This design comes from an exercise in tuning for small area, a short achievable clock period and few clock cycles on the open sky130 flow, not from production work.
The RTL was checked by simulation tests, not by an equivalence proof against the original design.
No activity file was given, so power comes from the tool's default toggle rates.

`flow/design.v`:
```
module Registrador(
    input  wire        Clk,
    input  wire        Reset,
    input  wire        Load,
    input  wire [31:0] Entrada,
    output reg  [31:0] Saida
);
    always @(posedge Clk or posedge Reset) begin
        if (Reset)
            Saida <= 32'd0;
        else if (Load)
            Saida <= Entrada;
    end
endmodule
module Instr_Reg(
    input  wire        Clk,
    input  wire        Reset,
    input  wire        Load_ir,
    input  wire [31:0] Entrada,
    output reg  [5:0]  Instr31_26,
    output reg  [4:0]  Instr25_21,
    output reg  [4:0]  Instr20_16,
    output reg  [15:0] Instr15_0
);
    always @(posedge Clk or posedge Reset) begin
        if (Reset) begin
            Instr31_26 <= 6'd0;
            Instr25_21 <= 5'd0;
            Instr20_16 <= 5'd0;
            Instr15_0  <= 16'd0;
        end else if (Load_ir) begin
            Instr31_26 <= Entrada[31:26];
            Instr25_21 <= Entrada[25:21];
            Instr20_16 <= Entrada[20:16];
            Instr15_0  <= Entrada[15:0];
        end
    end
endmodule
module Banco_reg(
    input  wire        Clk,
    input  wire        Reset,
    input  wire        RegWrite,
    input  wire [4:0]  ReadReg1,
    input  wire [4:0]  ReadReg2,
    input  wire [4:0]  WriteReg,
    input  wire [31:0] WriteData,
    output wire [31:0] ReadData1,
    output wire [31:0] ReadData2
);
    reg [31:0] Reg [0:31];
    integer k;
    assign ReadData1 = Reg[ReadReg1];
    assign ReadData2 = Reg[ReadReg2];
    always @(posedge Clk or posedge Reset) begin
        if (Reset) begin
            for (k = 0; k < 32; k = k + 1)
                Reg[k] <= (k == 2 || k == 3) ? 32'd1 : 32'd0;
        end else if (RegWrite) begin
            Reg[WriteReg] <= WriteData;
        end
    end
endmodule
module RegDesloc(
    input  wire        Clk,
    input  wire        Reset,
    input  wire [2:0]  Shift,
    input  wire [4:0]  N,
    input  wire [31:0] Entrada,
    output wire [31:0] Saida
);
    reg [31:0] temp;
    wire [63:0] rr = {temp, temp} >> N;
    wire [63:0] rl = {temp, temp} << N;
    always @(posedge Clk or posedge Reset) begin
        if (Reset)
            temp <= 32'd0;
        else begin
            case (Shift)
                3'b001: temp <= Entrada;
                3'b010: temp <= temp << N;
                3'b011: temp <= temp >> N;
                3'b100: temp <= $signed(temp) >>> N;
                3'b101: temp <= rr[31:0];
                3'b110: temp <= rl[63:32];
                default: temp <= temp;
            endcase
        end
    end
    assign Saida = temp;
endmodule
module Ula32(
    input  wire [31:0] A,
    input  wire [31:0] B,
    input  wire [2:0]  Seletor,
    output wire [31:0] S,
    output wire        Overflow,
    output wire        Negativo,
    output wire        z,
    output wire        Igual,
    output wire        Maior,
    output wire        Menor
);
    reg  [31:0] s_temp;
    reg  [31:0] novo_B;
    wire [31:0] soma_temp;
    wire [31:0] carry_temp;
    always @* begin
        case (Seletor)
            3'b001:  novo_B = B;
            3'b100:  novo_B = 32'd1;
            default: novo_B = ~B;
        endcase
    end
    assign soma_temp[0]  = A[0] ^ novo_B[0] ^ Seletor[1];
    assign carry_temp[0] = (Seletor[1] & (A[0] | novo_B[0])) | (A[0] & novo_B[0]);
    genvar g;
    generate
        for (g = 1; g < 32; g = g + 1) begin : rc
            assign soma_temp[g]  = A[g] ^ novo_B[g] ^ carry_temp[g-1];
            assign carry_temp[g] = (carry_temp[g-1] & (A[g] | novo_B[g])) | (A[g] & novo_B[g]);
        end
    endgenerate
    always @* begin
        case (Seletor)
            3'b000:  s_temp = A;
            3'b001:  s_temp = soma_temp;
            3'b010:  s_temp = soma_temp;
            3'b011:  s_temp = A & B;
            3'b110:  s_temp = A ^ B;
            3'b101:  s_temp = ~A;
            3'b100:  s_temp = soma_temp;
            default: s_temp = 32'd0;
        endcase
    end
    wire overflow_temp = carry_temp[31] ^ carry_temp[30];
    wire igual_temp    = (soma_temp == 32'd0) ? ~overflow_temp : 1'b0;
    assign S        = s_temp;
    assign Negativo = s_temp[31];
    assign z        = (s_temp == 32'd0);
    assign Overflow = overflow_temp;
    assign Igual    = igual_temp;
    assign Maior    = ((~soma_temp[31] & ~overflow_temp) | (overflow_temp & ~A[31])) & ~igual_temp;
    assign Menor    = (soma_temp[31] & ~overflow_temp) | (overflow_temp & A[31]);
endmodule
module Controle(input wire [5:0] Opcode,
input wire [5:0] func,
input wire [0:0] clk,
input wire reset,
output reg [0:0] PCWrite,
output reg [0:0] PCWriteCond,
output reg [1:0] PCWriteCondMux,
output reg [2:0] MuxBranch,
output reg [2:0] MuxMemoriaEnd,
output reg [0:0] IRWrite,
output reg [0:0] RegWrite,
output reg [1:0] RegDst,
output reg [2:0] MuxULA1,
output reg [2:0] ALUControl,
output reg [0:0] ALUOutControl,
output reg [0:0] DivControl,
output reg [2:0] MuxULA2,
output reg [1:0] MuxMemoriaDado,
output reg [0:0] AControl,
output reg [0:0] BControl,
output reg [0:0] EPCCont,
output reg [0:0] MultControl,
output reg [2:0] RDControl,
output reg [0:0] MuxRD,
output reg [0:0] MuxSaidaLO,
output reg [0:0] MuxSaidaHI,
output reg [1:0] ContShifts,
output reg [3:0] MuxWriteData,
output reg [0:0] MuxHILO,
output reg [0:0] LuiControl,
output reg [0:0] MuxMDR,
output reg [2:0] ControleBits,
output reg [0:0] CHi,
output reg [0:0] CLo,
output reg [0:0] MemRead,
output reg [0:0] MDRControl);
parameter TipoR = 6'd0;
parameter Addi = 6'd8;
parameter Beq = 6'd4;
parameter Bne = 6'd5;
parameter Bgt = 6'd7;
parameter Ble = 6'd6;
parameter Lui = 6'd15;
parameter Lw = 6'd35;
parameter Sw = 6'd43;
parameter J = 6'd2;
parameter Jal = 6'd3;
parameter Add = 6'd32;
parameter Sub = 6'd34;
parameter Srl = 6'd0;
parameter Sra = 6'd3;
parameter Sll = 6'd2;
parameter Slt = 6'd42;
parameter And = 6'd36;
parameter Jr = 6'd8;
parameter Sllv = 6'd4;
parameter Srav = 6'd7;
parameter S_RESET  = 5'd0;
parameter S_INIT   = 5'd1;
parameter S_FETCH  = 5'd2;
parameter S_FWAIT  = 5'd3;
parameter S_IR     = 5'd4;
parameter S_DEC    = 5'd5;
parameter S_ALU    = 5'd6;
parameter S_ALUWB  = 5'd7;
parameter S_SLT    = 5'd8;
parameter S_ADDI   = 5'd9;
parameter S_ADDIWB = 5'd10;
parameter S_SHLD   = 5'd11;
parameter S_SH     = 5'd12;
parameter S_SHWB   = 5'd13;
parameter S_LUI    = 5'd14;
parameter S_MADDR  = 5'd15;
parameter S_LWA    = 5'd16;
parameter S_LWWAIT = 5'd17;
parameter S_LWMDR  = 5'd18;
parameter S_LWWB   = 5'd19;
parameter S_SW     = 5'd20;
parameter S_BR     = 5'd21;
parameter S_J      = 5'd22;
parameter S_JAL    = 5'd23;
parameter S_JR     = 5'd24;
reg [4:0] state;
reg [4:0] next;
wire rtype    = (Opcode == TipoR);
wire shamt_op = rtype && (func == Sll || func == Srl || func == Sra);
wire var_op   = rtype && (func == Sllv || func == Srav);
always @(*) begin
	case (state)
		S_RESET:  next = S_INIT;
		S_INIT:   next = S_FETCH;
		S_FETCH:  next = S_FWAIT;
		S_FWAIT:  next = S_IR;
		S_IR:     next = S_DEC;
		S_DEC:
			case (Opcode)
				TipoR:
					case (func)
						Add, Sub, And:  next = S_ALU;
						Slt:            next = S_SLT;
						Sll, Srl, Sra,
						Sllv, Srav:     next = S_SHLD;
						Jr:             next = S_JR;
						default:        next = S_FETCH;
					endcase
				Addi:               next = S_ADDI;
				Beq, Bne, Bgt, Ble: next = S_BR;
				Lui:                next = S_LUI;
				Lw, Sw:             next = S_MADDR;
				J:                  next = S_J;
				Jal:                next = S_JAL;
				default:            next = S_FETCH;
			endcase
		S_ALU:    next = S_ALUWB;
		S_ADDI:   next = S_ADDIWB;
		S_SHLD:   next = S_SH;
		S_SH:     next = S_SHWB;
		S_MADDR:  next = (Opcode == Sw) ? S_SW : S_LWA;
		S_LWA:    next = S_LWWAIT;
		S_LWWAIT: next = S_LWMDR;
		S_LWMDR:  next = S_LWWB;
		default:  next = S_FETCH;
	endcase
end
always @(posedge clk) begin
	if (reset)
		state <= S_RESET;
	else
		state <= next;
end
always @(*) begin
	PCWrite = 1'd0;
	PCWriteCond = 1'd0;
	PCWriteCondMux = 2'd0;
	MuxBranch = 3'd0;
	MuxMemoriaEnd = 3'd0;
	IRWrite = 1'd0;
	RegWrite = 1'd0;
	RegDst = 2'd0;
	MuxULA1 = 3'd0;
	ALUControl = 3'd0;
	ALUOutControl = 1'd0;
	DivControl = 1'd0;
	MuxULA2 = 3'd0;
	MuxMemoriaDado = 2'd0;
	AControl = 1'd0;
	BControl = 1'd0;
	EPCCont = 1'd0;
	MultControl = 1'd0;
	RDControl = 3'd0;
	MuxRD = 1'd0;
	MuxSaidaLO = 1'd0;
	MuxSaidaHI = 1'd0;
	ContShifts = 2'd0;
	MuxWriteData = 4'd0;
	MuxHILO = 1'd0;
	LuiControl = 1'd0;
	MuxMDR = 1'd0;
	ControleBits = 3'd0;
	CHi = 1'd0;
	CLo = 1'd0;
	MemRead = 1'd0;
	MDRControl = 1'd0;
	case (state)
		S_INIT: begin
			RegWrite = 1'd1;
			RegDst = 2'd3;
			MuxWriteData = 4'b1000;
		end
		S_FETCH: begin
			MuxMemoriaEnd = 3'd0;
			MuxULA1 = 3'd0;
			MuxULA2 = 3'd1;
			ALUControl = 3'd1;
			PCWrite = 1'd1;
			MuxBranch = 3'd0;
		end
		S_IR: begin
			IRWrite = 1'd1;
		end
		S_DEC: begin
			AControl = 1'd1;
			BControl = 1'd1;
			MuxULA1 = 3'd0;
			MuxULA2 = 3'd4;
			ALUControl = 3'd1;
			ALUOutControl = 1'd1;
		end
		S_ALU: begin
			MuxULA1 = 3'b100;
			MuxULA2 = 3'b000;
			ALUControl = (func == Sub) ? 3'b010 : (func == And) ? 3'b011 : 3'b001;
			ALUOutControl = 1'd1;
		end
		S_ALUWB: begin
			RegWrite = 1'd1;
			RegDst = 2'd1;
			MuxWriteData = 4'd0;
		end
		S_SLT: begin
			MuxULA1 = 3'b100;
			MuxULA2 = 3'b000;
			ALUControl = 3'b010;
			RegWrite = 1'd1;
			RegDst = 2'd1;
			MuxWriteData = 4'd3;
		end
		S_ADDI: begin
			MuxULA1 = 3'b100;
			MuxULA2 = 3'b010;
			ALUControl = 3'b001;
			ALUOutControl = 1'd1;
		end
		S_ADDIWB: begin
			RegWrite = 1'd1;
			RegDst = 2'd0;
			MuxWriteData = 4'd0;
		end
		S_SHLD: begin
			MuxULA1 = 3'b100;
			MuxULA2 = 3'b000;
			MuxRD = shamt_op;
			RDControl = 3'b001;
		end
		S_SH: begin
			ContShifts = var_op ? 2'b01 : 2'b10;
			RDControl = (func == Sll || func == Sllv) ? 3'b010 :
			            (func == Srl) ? 3'b011 : 3'b100;
		end
		S_SHWB: begin
			RegWrite = 1'd1;
			RegDst = 2'd1;
			MuxWriteData = 4'd4;
		end
		S_LUI: begin
			LuiControl = 1'd1;
			RegWrite = 1'd1;
			RegDst = 2'd0;
			MuxWriteData = 4'd7;
		end
		S_MADDR: begin
			MuxULA1 = 3'b100;
			MuxULA2 = 3'b010;
			ALUControl = 3'b001;
			ALUOutControl = 1'd1;
		end
		S_LWA: begin
			MuxMemoriaEnd = 3'd1;
		end
		S_LWMDR: begin
			MuxMDR = 1'd0;
			ControleBits = 3'd0;
			MDRControl = 1'd1;
		end
		S_LWWB: begin
			RegWrite = 1'd1;
			RegDst = 2'd0;
			MuxWriteData = 4'd2;
		end
		S_SW: begin
			MuxMemoriaEnd = 3'd1;
			MuxMemoriaDado = 2'd0;
			MemRead = 1'd1;
		end
		S_BR: begin
			MuxULA1 = 3'b100;
			MuxULA2 = 3'b000;
			ALUControl = 3'b010;
			PCWriteCond = 1'd1;
			MuxBranch = 3'd2;
			PCWriteCondMux = (Opcode == Beq) ? 2'b01 : (Opcode == Bne) ? 2'b00 :
			                 (Opcode == Bgt) ? 2'b10 : 2'b11;
		end
		S_J: begin
			PCWrite = 1'd1;
			MuxBranch = 3'd3;
		end
		S_JAL: begin
			PCWrite = 1'd1;
			MuxBranch = 3'd3;
			RegWrite = 1'd1;
			RegDst = 2'd2;
			MuxWriteData = 4'd5;
		end
		S_JR: begin
			MuxULA1 = 3'b100;
			ALUControl = 3'b000;
			PCWrite = 1'd1;
			MuxBranch = 3'd0;
		end
		default: ;
	endcase
end
endmodule
module CaixaLui(input wire [0:0] LuiControl, input wire [0:0] clk, input wire [15:0] OffsetFio, output wire [31:0] LuiFio);
assign LuiFio = {OffsetFio,16'd0};
endmodule 
module ExtensorBits1(input wire [0:0] MenorFio, output wire [31:0] Ext1bitFio);
assign Ext1bitFio = {31'd0, MenorFio[0:0]};
endmodule
module ExtensorSinal16(input wire [15:0] OffsetFio, output wire [31:0] Ext16Fio);
assign Ext16Fio = {{16{OffsetFio[15]}}, OffsetFio[15:0]};
endmodule
module ExtensorSinal26(input wire [25:0] JFio, output wire [31:0] Ext26Fio);
assign Ext26Fio = {6'd0, JFio[25:0]};
endmodule
module J20B( input wire [15:0] OffsetFio, input wire [4:0] Fio2016, output wire [20:0] J20F);
assign J20F = {Fio2016,OffsetFio};
endmodule 
module J26B( input wire [20:0] J20F, input wire [4:0] RSFio, output wire [25:0] JFio);
assign JFio = {RSFio,J20F};
endmodule 
module J5B( input wire [15:0] J20F, output wire [5:0] JFio);
assign JFio = J20F[5:0];
endmodule 
module Juncao( input wire [31:0] PCULAFio, input wire [27:0] ShiftLCimaFio, output wire [31:0] JumpFio);
assign JumpFio = {PCULAFio[31:28],ShiftLCimaFio};
endmodule 
module MUXWriteData (input wire [3:0] MuxWriteData, input wire [31:0] AluOutFio , input wire [31:0] EPCFio , input wire [31:0] MDRFio,
						input wire [31:0] Menor , input wire [31:0] RegDeslFio , input wire [31:0] SaidaPCFio, 
		    				input wire [31:0] MuxHiLoFio, input wire [31:0] LuiFio,
						output reg [31:0] WriteDataFio);	
	always @* begin
		case(MuxWriteData)
			4'b0000:
			begin
			WriteDataFio <= AluOutFio;
			end
			4'b0001:
			begin
			WriteDataFio <= EPCFio;
			end
			4'b0010:
			begin
			WriteDataFio <= MDRFio;
			end
			4'b0011:
			begin
			WriteDataFio <= Menor;
			end
			4'b0100:
			begin
			WriteDataFio <= RegDeslFio;
			end
			4'b0101:
			begin
			WriteDataFio <= SaidaPCFio;
			end
			4'b0110:
			begin
			WriteDataFio <= MuxHiLoFio;
			end
			4'b0111:
			begin
			WriteDataFio <= LuiFio;
			end
			4'b1000:
			begin
			WriteDataFio <= {24'b0,8'b11100011};
			end
			default: WriteDataFio <= 0;
		endcase
	end				
endmodule
module MuxHi( input wire [31:0] MultHiFio, input wire [31:0] DivHiFio, input wire [0:0] MuxHi, output reg [31:0] MuxHiFio);
always @* begin
		case(MuxHi)
			1'b0: 
			begin
			MuxHiFio <= MultHiFio;
			end
			1'b1:
			begin
			MuxHiFio <= DivHiFio;
			end
			default: MuxHiFio <= 0;
		endcase
	end
endmodule
module MuxMDR (input wire[0:0] MuxMDR, input wire [31:0] ExtBitsFio, input wire [31:0] QtdBitsDadoFio,
			 output reg [31:0] MuxMDRFio); 	
	always @* begin
		case(MuxMDR)
			1'b0: 
			begin
			MuxMDRFio <= QtdBitsDadoFio;
			end
			1'b1:
			begin
			MuxMDRFio <= ExtBitsFio;
			end
			default: MuxMDRFio <= 0;
		endcase
	end
endmodule
module MuxMemoriaEndereco( input wire [2:0] MuxMemoriaEnd, input wire [31:0] SaidaPCFio, input wire [31:0] ALUOutFio, input wire[31:0] RDFio, output reg [31:0] MuxMemFio);
	always @* begin 
		case(MuxMemoriaEnd)
			3'b000:
			begin
				MuxMemFio <= SaidaPCFio;
			end
			3'b001:
			begin
				MuxMemFio <= ALUOutFio;
			end
			3'b010:
			begin
				MuxMemFio <= {24'd0,8'b11111111};
			end
			3'b011:
			begin
				MuxMemFio <= {24'd0,8'b11111110};
			end
			3'b100:
			begin
				MuxMemFio <= {24'd0,8'b11111101};
			end
			3'b101:
			begin
				MuxMemFio <= RDFio;
			end
			default: MuxMemFio <= 0;
		endcase
	end
endmodule 
module MuxPC( input wire [2:0] RegDst, input wire [31:0] SaidaAritDadoFio , input wire [31:0] EPCFio, input wire [31:0] ALUOutFio, input wire [31:0] JumpFio, input wire [31:0] MDRFio, output reg [31:0] PCFio);
	always @* begin 
		case(RegDst)
			3'b000:
			begin
				PCFio <= SaidaAritDadoFio;
			end	
			3'b001:
			begin
				PCFio <= EPCFio;
			end
			3'b010:
			begin
				PCFio <= ALUOutFio;
			end
			3'b011:
			begin
				PCFio <= JumpFio;
			end
			3'b100:
			begin
				PCFio <= MDRFio;
			end
			default: PCFio <= 0;
		endcase
	end
endmodule 
module MuxPCWriteCond( input wire [1:0]PCWriteCondMux, input wire [0:0] ZeroFio, input wire [0:0] MaiorFio,input wire [0:0] MenorFio, input wire [0:0] IgualFio, output reg [0:0] MuxPCWriteCondFio);
	wire [0:0] NotZero;
	wire [0:0] OuFio;
	assign NotZero = ~ ZeroFio;
	always @* begin 
		case(PCWriteCondMux)
			2'b00:
			begin
				MuxPCWriteCondFio <= NotZero;
			end	
			2'b01:
			begin
				MuxPCWriteCondFio <= ZeroFio;
			end
			2'b10:
			begin
				MuxPCWriteCondFio <= MaiorFio;
			end
			2'b11:
			begin
				MuxPCWriteCondFio <= MenorFio | IgualFio;
			end
			default: MuxPCWriteCondFio <= 0;
		endcase
	end
endmodule 
module MuxRegDesl( input wire [1:0] ContShifts, input wire [4:0] Shamt, input wire [31:0] BFio, output reg [4:0] RegWriteFio);
	always @* begin 
		case(ContShifts)
			2'b00:
			begin
				RegWriteFio <= 5'b10000;
			end	
			2'b01:
			begin
				RegWriteFio <= BFio[4:0];
			end
			2'b10:
			begin
				RegWriteFio <= Shamt;
			end
			default: RegWriteFio <= 0;
		endcase
	end
endmodule 
module MuxULA1( input wire [31:0] Ext26Fio, input wire [31:0] PCULAFio, input wire [31:0] AFio, input wire [31:0] MemoriaFio,
input wire [2:0] MuxULA1, output reg [31:0] MuxULA1Fio);
always @* begin
		case(MuxULA1)
			3'b000: 
			begin
			MuxULA1Fio <= PCULAFio;
			end
			3'b010:
			begin
			MuxULA1Fio <= Ext26Fio;
			end
			3'b011: 
			begin
			MuxULA1Fio <= 32'd0;
			end
			3'b100:
			begin
			MuxULA1Fio <= AFio;
			end
			3'b101:
			begin
			MuxULA1Fio <= MemoriaFio;
			end
			default: MuxULA1Fio <= 0;
		endcase
	end
endmodule
module MuxULA2 (input wire [2:0]CRTMuxULA2 ,input wire [31:0] BFio, 
				input wire [31:0] Ext16Fio,  input wire [31:0] ShiftLFio,
				 output reg [31:0] MuxULA2Fio);
	always @* begin
		case(CRTMuxULA2)
			3'b000:
			begin
				MuxULA2Fio <= BFio;
			end
			3'b001:
			begin
				MuxULA2Fio <= {29'd0, 3'd100};
			end
			3'b010:
			begin
				MuxULA2Fio <= Ext16Fio;
			end
			3'b011:
			begin
				MuxULA2Fio <= {31'd0, 1'd1};
			end
			3'b100:
			begin
				MuxULA2Fio <= ShiftLFio;
			end
			3'b101:
			begin
				MuxULA2Fio <= {32'd0};
			end
			default: MuxULA2Fio <= 0;
		endcase
	end
endmodule
module MuxWriteR( input wire [1:0] RegDst, input wire [4:0] FioVinte, input wire [15:0] FioQuinze, output reg [4:0] RegWriteFio);
	always @* begin 
		case(RegDst)
			2'b00:
			begin
				RegWriteFio <= FioVinte;
			end	
			2'b01:
			begin
				RegWriteFio <= FioQuinze[15:11];
			end
			2'b10:
			begin
				RegWriteFio <= 5'b11111;
			end
			2'b11:
			begin
				RegWriteFio <= 5'b11101;
			end
			default: RegWriteFio <= 0;
		endcase
	end
endmodule 
module MuxxMemoriaDado (input wire[1:0] MuxMemoriaDado, input wire [31:0] BFio, input wire [31:0] SaidaAritDadoFio,
						 input wire [31:0] QtdBitsDadoFio , output reg [31:0] MuxDadoFio); 	
	always @* begin
		case(MuxMemoriaDado)
			2'b00: 
			begin
			MuxDadoFio <= BFio;
			end
			2'b01:
			begin
			MuxDadoFio <= SaidaAritDadoFio;
			end
			2'b10:
			begin
			MuxDadoFio <= QtdBitsDadoFio;
			end
			default: MuxDadoFio <= 0;
		endcase
	end
endmodule
module PCCond(input wire [0:0] PCWriteCond, input wire [0:0] PCWrite, input wire [0:0] MuxPCWriteCondFio, output wire [0:0] PCWriteFio);
wire [0:0] PCWriteCondAND;
assign PCWriteCondAND = PCWriteCond[0:0] & MuxPCWriteCondFio[0:0];
assign PCWriteFio = PCWriteCondAND[0:0] | PCWrite[0:0];
endmodule
module QuantidadeDeBits(input wire [31:0] BFio, input wire [31:0] MemFio, input wire [2:0] ControleBits,
 output reg[31:0] QtdBitsDadoFio);
	always @* begin
		case(ControleBits)
			3'b000:  
			begin
			QtdBitsDadoFio <= MemFio;
			end
			3'b001:  
			begin
			QtdBitsDadoFio <= {MemFio[7:0], 24'd0};
			end
			3'b010:  
			begin
			QtdBitsDadoFio <= {MemFio[15:0], 15'd0};
			end
			3'b011:  
			begin
			QtdBitsDadoFio <= {MemFio[31:16], BFio[15:0]};
			end
			3'b100:  
			begin
			QtdBitsDadoFio <= {MemFio[31:8], BFio[7:0]};
			end
			default: QtdBitsDadoFio <= 0;
		endcase
	end	
 endmodule
module ShiftLeft28(input wire [25:0] JFio, output wire [27:0] ShiftCimaFio);
assign ShiftCimaFio = JFio[25:0] << 2'b10;
endmodule
module ShiftLeft32(input wire [31:0] Ext16Fio, output wire [31:0] ShiftLFio);
assign ShiftLFio = Ext16Fio[31:0] << 2'b10;
endmodule
module CPU(
    input  wire        clk,
    input  wire        reset,
    output wire [31:0] mem_addr,
    output wire [31:0] mem_wdata,
    output wire        mem_wr,
    input  wire [31:0] mem_rdata
);
    wire [31:0] inst10_MuxULA1Fio;
    wire [31:0] inst11_MuxULA2Fio;
    wire inst12_Igual;
    wire inst12_Maior;
    wire inst12_Menor;
    wire inst12_Negativo;
    wire inst12_Overflow;
    wire [31:0] inst12_S;
    wire inst12_z;
    wire [31:0] inst13_Saida;
    wire inst14_AControl;
    wire [2:0] inst14_ALUControl;
    wire inst14_ALUOutControl;
    wire inst14_BControl;
    wire inst14_CHi;
    wire inst14_CLo;
    wire [1:0] inst14_ContShifts;
    wire [2:0] inst14_ControleBits;
    wire inst14_DivControl;
    wire inst14_EPCCont;
    wire inst14_IRWrite;
    wire inst14_LuiControl;
    wire inst14_MDRControl;
    wire inst14_MultControl;
    wire [2:0] inst14_MuxBranch;
    wire inst14_MuxHILO;
    wire inst14_MuxMDR;
    wire [1:0] inst14_MuxMemoriaDado;
    wire [2:0] inst14_MuxMemoriaEnd;
    wire inst14_MuxRD;
    wire inst14_MuxSaidaHI;
    wire inst14_MuxSaidaLO;
    wire [2:0] inst14_MuxULA1;
    wire [2:0] inst14_MuxULA2;
    wire [3:0] inst14_MuxWriteData;
    wire inst14_PCWrite;
    wire inst14_PCWriteCond;
    wire [1:0] inst14_PCWriteCondMux;
    wire [2:0] inst14_RDControl;
    wire [1:0] inst14_RegDst;
    wire inst14_RegWrite;
    wire [4:0] inst16_RegWriteFio;
    wire [31:0] inst18_MuxHiLoFio;
    wire inst22_PCWriteFio;
    wire [31:0] inst24_QtdBitsDadoFio;
    wire [31:0] inst26_Saida;
    wire [31:0] inst27_MuxMDRFio;
    wire [31:0] inst28_Saida;
    wire [4:0] inst29_RegWriteFio;
    wire [31:0] inst30_MuxHiFio;
    wire [5:0] inst31_JFio;
    wire [31:0] inst32_WriteDataFio;
    wire [31:0] inst34_Ext1bitFio;
    wire [31:0] inst35_EPCFio;
    wire [31:0] inst36_Ext16Fio;
    wire inst37_MuxPCWriteCondFio;
    wire [31:0] inst38_ShiftLFio;
    wire [20:0] inst39_J20F;
    wire [15:0] inst3_Instr15_0;
    wire [4:0] inst3_Instr20_16;
    wire [4:0] inst3_Instr25_21;
    wire [5:0] inst3_Instr31_26;
    wire [25:0] inst40_JFio;
    wire [27:0] inst42_ShiftCimaFio;
    wire [31:0] inst43_JumpFio;
    wire [31:0] inst44_Ext26Fio;
    wire [31:0] inst4_PCFio;
    wire [31:0] inst6_LuiFio;
    wire [31:0] inst7_ReadData1;
    wire [31:0] inst7_ReadData2;
    wire [31:0] inst8_Saida;
    wire [31:0] inst9_Saida;
    wire [31:0] inst_Saida;
    assign inst35_EPCFio = 32'd0;
    assign inst18_MuxHiLoFio = 32'd0;
    Instr_Reg u_inst3 (.Clk(clk), .Reset(reset), .Load_ir(inst14_IRWrite), .Entrada(mem_rdata), .Instr31_26(inst3_Instr31_26), .Instr25_21(inst3_Instr25_21), .Instr20_16(inst3_Instr20_16), .Instr15_0(inst3_Instr15_0));
    Registrador u_inst8 (.Clk(clk), .Reset(reset), .Load(inst14_BControl), .Entrada(inst7_ReadData2), .Saida(inst8_Saida));
    Registrador u_inst9 (.Clk(clk), .Reset(reset), .Load(inst14_AControl), .Entrada(inst7_ReadData1), .Saida(inst9_Saida));
    Ula32 u_inst12 (.A(inst10_MuxULA1Fio), .B(inst11_MuxULA2Fio), .Seletor(inst14_ALUControl), .S(inst12_S), .Overflow(inst12_Overflow), .Negativo(inst12_Negativo), .z(inst12_z), .Igual(inst12_Igual), .Maior(inst12_Maior), .Menor(inst12_Menor));
    MuxPC u_inst4 (.RegDst(inst14_MuxBranch), .SaidaAritDadoFio(inst12_S), .EPCFio(inst35_EPCFio), .ALUOutFio(inst13_Saida), .JumpFio(inst43_JumpFio), .MDRFio(inst26_Saida), .PCFio(inst4_PCFio));
    MuxULA2 u_inst11 (.CRTMuxULA2(inst14_MuxULA2), .BFio(inst8_Saida), .Ext16Fio(inst36_Ext16Fio), .ShiftLFio(inst38_ShiftLFio), .MuxULA2Fio(inst11_MuxULA2Fio));
    PCCond u_inst22 (.PCWriteCond(inst14_PCWriteCond), .PCWrite(inst14_PCWrite), .MuxPCWriteCondFio(inst37_MuxPCWriteCondFio), .PCWriteFio(inst22_PCWriteFio));
    QuantidadeDeBits u_inst24 (.BFio(inst8_Saida), .MemFio(mem_rdata), .ControleBits(inst14_ControleBits), .QtdBitsDadoFio(inst24_QtdBitsDadoFio));
    MuxxMemoriaDado u_inst25 (.MuxMemoriaDado(inst14_MuxMemoriaDado), .BFio(inst8_Saida), .SaidaAritDadoFio(inst12_S), .QtdBitsDadoFio(inst24_QtdBitsDadoFio), .MuxDadoFio(mem_wdata));
    Registrador u_inst26 (.Clk(clk), .Reset(reset), .Load(inst14_MDRControl), .Entrada(inst27_MuxMDRFio), .Saida(inst26_Saida));
    MuxMDR u_inst27 (.MuxMDR(inst14_MuxMDR), .ExtBitsFio(inst36_Ext16Fio), .QtdBitsDadoFio(inst24_QtdBitsDadoFio), .MuxMDRFio(inst27_MuxMDRFio));
    RegDesloc u_inst28 (.Clk(clk), .Reset(reset), .Shift(inst14_RDControl), .N(inst29_RegWriteFio), .Entrada(inst30_MuxHiFio), .Saida(inst28_Saida));
    MuxHi u_inst30 (.MultHiFio(inst10_MuxULA1Fio), .DivHiFio(inst11_MuxULA2Fio), .MuxHi(inst14_MuxRD), .MuxHiFio(inst30_MuxHiFio));
    MUXWriteData u_inst32 (.MuxWriteData(inst14_MuxWriteData), .AluOutFio(inst13_Saida), .EPCFio(inst35_EPCFio), .MDRFio(inst26_Saida), .Menor(inst34_Ext1bitFio), .RegDeslFio(inst28_Saida), .SaidaPCFio(inst_Saida), .MuxHiLoFio(inst18_MuxHiLoFio), .LuiFio(inst6_LuiFio), .WriteDataFio(inst32_WriteDataFio));
    ExtensorBits1 u_inst34 (.MenorFio(inst12_Menor), .Ext1bitFio(inst34_Ext1bitFio));
    ExtensorSinal16 u_inst36 (.OffsetFio(inst3_Instr15_0), .Ext16Fio(inst36_Ext16Fio));
    ShiftLeft32 u_inst38 (.Ext16Fio(inst36_Ext16Fio), .ShiftLFio(inst38_ShiftLFio));
    J20B u_inst39 (.OffsetFio(inst3_Instr15_0), .Fio2016(inst3_Instr20_16), .J20F(inst39_J20F));
    J26B u_inst40 (.J20F(inst39_J20F), .RSFio(inst3_Instr25_21), .JFio(inst40_JFio));
    ShiftLeft28 u_inst42 (.JFio(inst40_JFio), .ShiftCimaFio(inst42_ShiftCimaFio));
    Juncao u_inst43 (.PCULAFio(inst_Saida), .ShiftLCimaFio(inst42_ShiftCimaFio), .JumpFio(inst43_JumpFio));
    ExtensorSinal26 u_inst44 (.JFio(inst40_JFio), .Ext26Fio(inst44_Ext26Fio));
    Registrador u_inst13 (.Clk(clk), .Reset(reset), .Load(inst14_ALUOutControl), .Entrada(inst12_S), .Saida(inst13_Saida));
    Registrador u_inst (.Clk(clk), .Load(inst22_PCWriteFio), .Entrada(inst4_PCFio), .Saida(inst_Saida), .Reset(reset));
    MuxRegDesl u_inst29 (.ContShifts(inst14_ContShifts), .Shamt(inst3_Instr15_0[10:6]), .BFio(inst8_Saida), .RegWriteFio(inst29_RegWriteFio));
    MuxPCWriteCond u_inst37 (.PCWriteCondMux(inst14_PCWriteCondMux), .ZeroFio(inst12_z), .MaiorFio(inst12_Maior), .MenorFio(inst12_Menor), .IgualFio(inst12_Igual), .MuxPCWriteCondFio(inst37_MuxPCWriteCondFio));
    MuxMemoriaEndereco u_inst1 (.MuxMemoriaEnd(inst14_MuxMemoriaEnd), .SaidaPCFio(inst_Saida), .ALUOutFio(inst13_Saida), .RDFio(inst28_Saida), .MuxMemFio(mem_addr));
    CaixaLui u_inst6 (.LuiControl(inst14_LuiControl), .clk(clk), .OffsetFio(inst3_Instr15_0), .LuiFio(inst6_LuiFio));
    MuxULA1 u_inst10 (.Ext26Fio(inst44_Ext26Fio), .PCULAFio(inst_Saida), .AFio(inst9_Saida), .MemoriaFio(mem_rdata), .MuxULA1(inst14_MuxULA1), .MuxULA1Fio(inst10_MuxULA1Fio));
    MuxWriteR u_inst16 (.RegDst(inst14_RegDst), .FioVinte(inst3_Instr20_16), .FioQuinze(inst3_Instr15_0), .RegWriteFio(inst16_RegWriteFio));
    J5B u_inst31 (.J20F(inst3_Instr15_0), .JFio(inst31_JFio));
    Banco_reg u_inst7 (.Clk(clk), .Reset(reset), .RegWrite(inst14_RegWrite), .ReadReg1(inst3_Instr25_21), .ReadReg2(inst3_Instr20_16), .WriteReg(inst16_RegWriteFio), .WriteData(inst32_WriteDataFio), .ReadData1(inst7_ReadData1), .ReadData2(inst7_ReadData2));
    Controle u_inst14 (.Opcode(inst3_Instr31_26), .func(inst31_JFio), .clk(clk), .PCWrite(inst14_PCWrite), .PCWriteCond(inst14_PCWriteCond), .PCWriteCondMux(inst14_PCWriteCondMux), .MuxBranch(inst14_MuxBranch), .MuxMemoriaEnd(inst14_MuxMemoriaEnd), .IRWrite(inst14_IRWrite), .RegWrite(inst14_RegWrite), .RegDst(inst14_RegDst), .MuxULA1(inst14_MuxULA1), .ALUControl(inst14_ALUControl), .ALUOutControl(inst14_ALUOutControl), .DivControl(inst14_DivControl), .MuxULA2(inst14_MuxULA2), .MuxMemoriaDado(inst14_MuxMemoriaDado), .AControl(inst14_AControl), .BControl(inst14_BControl), .EPCCont(inst14_EPCCont), .MultControl(inst14_MultControl), .RDControl(inst14_RDControl), .MuxRD(inst14_MuxRD), .MuxSaidaLO(inst14_MuxSaidaLO), .MuxSaidaHI(inst14_MuxSaidaHI), .ContShifts(inst14_ContShifts), .MuxWriteData(inst14_MuxWriteData), .MuxHILO(inst14_MuxHILO), .LuiControl(inst14_LuiControl), .MuxMDR(inst14_MuxMDR), .ControleBits(inst14_ControleBits), .CHi(inst14_CHi), .CLo(inst14_CLo), .MemRead(mem_wr), .MDRControl(inst14_MDRControl), .reset(reset));
endmodule
```
`flow/run.sh`:
```
#!/bin/bash
# synth_recipe.tcl (not shown) runs the flow's synth.tcl, then flattens the netlist and writes it again
# the make line also repeats each setting of config.mk as NAME=value (left out here)
make -C /OpenROAD-flow-scripts/flow DESIGN_CONFIG=/design/flow/config.mk WORK_HOME=/design/flow/orfs CLKGATE_MAP_FILE= SYNTH_SCRIPT=/design/flow/synth_recipe.tcl finish
```
`flow/config.mk`:
```
export PLATFORM = sky130hd
export DESIGN_NAME = CPU
export DESIGN_NICKNAME = CPU
export VERILOG_FILES = /design/flow/design.v
export SDC_FILE = /design/flow/constraint.sdc
export NUM_CORES = 4
export LEC_CHECK = 0
export CAP_MARGIN = 20
export CORE_MARGIN = 2
export CORE_UTILIZATION = 30
export PLACE_DENSITY = 0.35
export SLEW_MARGIN = 20
```
`flow/constraint.sdc`:
```
create_clock -name core_clock -period 18.0 [get_ports {clk}]
set_input_delay 3.6000 -clock core_clock [delete_from_list [all_inputs] [get_ports {clk}]]
set_output_delay 3.6000 -clock core_clock [all_outputs]
set_load 0.01 [all_outputs]
```
==> run notes <==
==> power by group <==
| part | internal [W] | switching, W | total, W | leakage [nW] |
|---|---|---|---|---|
| logic | 0.00126 | 0.00328 | 0.00454 | 12.2 |
| registers | 0.00368 | 0.00103 | 0.00471 | 16.9 |
| clock network | 0.00188 | 0.00139 | 0.00327 | 2.52 |
==> logic make-up after synthesis <==
| family | after synthesis | share of synthesized area, % |
|---|---|---|
| AND/OR/NAND/NOR | 1962 | 12.8 |
| buffers and inverters | 740 | 4.37 |
| flip-flops | 1253 | 47.9 |
| AO/OA/AOI/OAI | 2772 | 28.0 |
| adder cells (fa/ha/maj) | 36 | 1.07 |
| XOR/XNOR | 39 | 0.522 |
| multiplexers | 330 | 5.47 |
==> flip-flops by register name, summed over array words and instances (netlist names) <==
name                cells
u_inst3.Instr15_0      16
u_inst13.Saida         32
u_inst3.Instr25_21      5
u_inst9.Saida          32
u_inst14.state          5
u_inst7.Reg          1024
u_inst3.Instr20_16      5
u_inst26.Saida         32
u_inst8.Saida          32
u_inst.Saida           32
u_inst3.Instr31_26      6
u_inst28.temp          32
==> critical path: cells and delay by family, from the launching register on <==
family                   cells  cell delay [ns]
buffers and inverters        6             0.78
AO/OA/AOI/OAI                5             0.94
adder cells (fa/ha/maj)     33            13.22
XOR/XNOR                     2             0.34
multiplexers                 1             0.31
flip-flops                   1             0.37
AND/OR/NAND/NOR              6             1.28
==> final timing paths <==
kind / end / slack [ns] / depth (start not counted)
min in group asynchronous: u_inst28.temp[20] / 3.23 / 2
setup reg to reg: u_inst.Saida[21] / 0.63 / 53
hold / removal: u_inst9.Saida[1] / 0.49 / 2
max in group asynchronous: u_inst7.Reg[14][12] / 11.06 / 6
hold reg to reg: u_inst9.Saida[1] / 0.49 / 2
setup / recovery: u_inst.Saida[21] / 0.63 / 53
==> metal layers <==
metal	up-vias	global-route usage, %
met5	-	0
met4	30	18.2
met3	1023	8.69
met2	3756	59.8
met1	33852	52.8
li1	26257	-
==> through the flow <==
| stage | TNS, ns | cells |
|---|---|---|
| floorplan | -3579.49 | 7132 |
| global placement | 0 | 9692 |
| detailed placement | 0 | 9692 |
| CTS | 0 | 9967 |
| global route | 0 | 9969 |
| finish | 0 | 9981 |
==> area by class of cell <==
cell class	instances	area, um^2	area share (%)
diodes	13	32.5	0.0427
clock buffers	234	4600	6.04
clock inverters	41	538	0.707
inverters	33	128	0.168
multi-input cells	5139	32500	42.7
flip-flops and latches	1253	31300	41.2
well taps	2854	3570	4.69
repair buffers	414	3440	4.52
==> cells in the mapped netlist (9+ instances only) <==
library cell / n
a211oi_1: 46
a21boi_0: 15
a21oi_1: 694
a221o_1: 11
a221oi_1: 326
a222oi_1: 37
a22o_1: 344
a22oi_1: 376
a2bb2oi_1: 11
a31oi_1: 23
and2_1: 27
and3_1: 9
buf_1: 47
buf_2: 33
clkbuf_1: 620
dfrtp_1: 1246
fa_1: 33
inv_1: 32
mux2_2: 156
mux2i_1: 162
nand2_1: 773
nand2b_1: 17
nand3_1: 121
nand4_1: 131
nor2_1: 737
nor2b_1: 11
nor3_1: 61
nor4_1: 22
o211ai_1: 14
o21ai_0: 721
o21ai_1: 11
o22ai_1: 27
o32ai_1: 51
or2_2: 9
xnor2_1: 19
xor2_1: 20
==> what timing repair did <==
item,4_1_cts,5_1_grt
gates resized for setup,0,2
hold buffers,0,0
endpoints found under the hold margin,0,0
setup endpoints to repair,0,5
==> run notes <==
* Initial core utilization at 30.2%
* Share of cells above drive strength 1 at 12.8%
* Fin nets at 7067
* TritonCTS clock tree: done
* Data required, critical path at 18.68 ns
* Dominant synthesized flop cell: dfrtp_1
* Die H at 471 um
* Routed wire length at 445000 um
* Num CTS Buffers at 156
* Period utilization at 96.5%
* DIE AREA at 222000 um^2
* GP Congestion at 0.956
* Setup bufs post-CTS at 0
* Startpoint Class: register
* Clock buffer depth at 3
* GRT Overall Usage at 39.2%
* Max Cap Viol at 0
* Minimum clock period at 17.37 ns
* Synth unique cells at 89
* Final setup fails at 0
* Largest net degree at the start of global routing at 157
* EDFF count, synth at 0
* DP HPWL at 281000 um
* Vias per inst at 6.50
* Synth warn at 20
* Fillers at 22377
* Worst-Skew Late Latency at 0.83 ns
* WL met2 at 195000 um
* M1 WL at 189000 um
* Worst-margin pin slew at 1.31 ns
* I/O pin total at 99
* WP data arrival at 18.05 ns
* Critical path class: register to register
* Final Core Density at 35.1%
* Asr flop ratio synth at 99.6%
* Cell taking the most area after synthesis: dfrtp_1
* Commonest cells after routing, fill and taps aside: dfrtp_1 (1246), nand2_1 (773), o21ai_0 (720)
* VDD IR-drop max at 0.0984 mV
* Power, Total at 0.0125 W
* CTS H-tree depth at 4
* Fmax achieved at 57.6 MHz
* DRC at 0
* Final Max Tran Viols at 0
* Drt pass-1 iters at 8
* Leak at 31.6 nW
* Area after DPL at 70900 um^2
* Crit path capture type: register
* Layout area overhead at 16.3%
* Seq/Total Area, Yosys at 47.9%
* Rel. slew slack at 12.7%
* CTS sink cnt at 1253
* Post-Synthesis Cells at 7132
* Fin area at 76100 um^2
* Reg2reg start: u_inst3.Instr15_0[0]
* Pre-CTS WS at 0.616 ns
* Cell Rows at 171
* Min-Delay Path Class: register to register
* WHS at 0.487 ns
* Grt ovf at 0
* Top-area cell type share of the netlist area at 47.6%
* Reg clk slew, reported paths at 0.06 ns
* Slowest stage cell, crit path: fa_1
* Vias at 64918
* Top Layer Used: met5
* Iteration-0 DRC Markers at 9207
* Most used cell, CP: fa_1
* Dominant cells by area after synthesis: dfrtp_1 (48%), o21ai_0 (5.5%), a21oi_1 (5.3%)
* DR WL met3 at 36700 um
* Worst-path maximum fanout at 8
* Clk Tree Root Cell: clkbuf_16
* Core area at 217000 um^2
* Endpoints failing hold at 0
* Worst setup margin at 0.631 ns
* Status: timing/DRC/antenna clean
* Vias in the first global route at 62411
* Most common cell after layout, fill and taps aside: dfrtp_1
* Synthesized net count at 7202
* WL/cell at 44.6 um
* Hold_sp: u_inst9.Saida[1]
* Mapped Avg Cell Area at 9.18 um^2
* Number of port buffers at 98
* RSZ-0062 raised after global routing: false
* P per Cell Area at 164 nW/um^2
* #FFs+latches synth at 1253
* CP peak stage delay at 0.51 ns
* Die W at 471 um
* Skew final at 0.0345 ns
* Antenna violations before repair at 48
* Antenna-violating nets left at 0
* Mapped cell area at 65500 um^2
* Crit path from: u_inst3.Instr15_0[0]
* First-pass GRT wire length at 595000 um
Testbench counts, summed over its fixed seeds: cycles 89,820.

-- what the ideal ports hide --
Ports are ideal in the flow. The routed layout listed here was re-timed in OpenROAD. Step 1 sets driving cells, clkbuf_16 on the clock port and buf_2 on the other inputs (assumed; they add their load-dependent delay and slew). Step 2 moves the port delays by t, midway between the first and last clock arrival at a register: inputs arrive t later, outputs are due t later. That takes back most of the time a late clock gives input paths. a / b / c = ideal / step 1 / step 2; a / b = the first two.
t (ns): 0.901
slack for setup (ns): 0.631 / 0.631 / 0.631
hold WS [ns]: 0.487 / 0.487 / 0.487
latest minus earliest clock arrival (ns): 0.035 / 0.035
pins driven straight from the clock port: 1
After both steps setup and hold are still met in this run. The setup slack of this run moves by 0.000 ns with the drivers and by 0.000 ns with both steps.
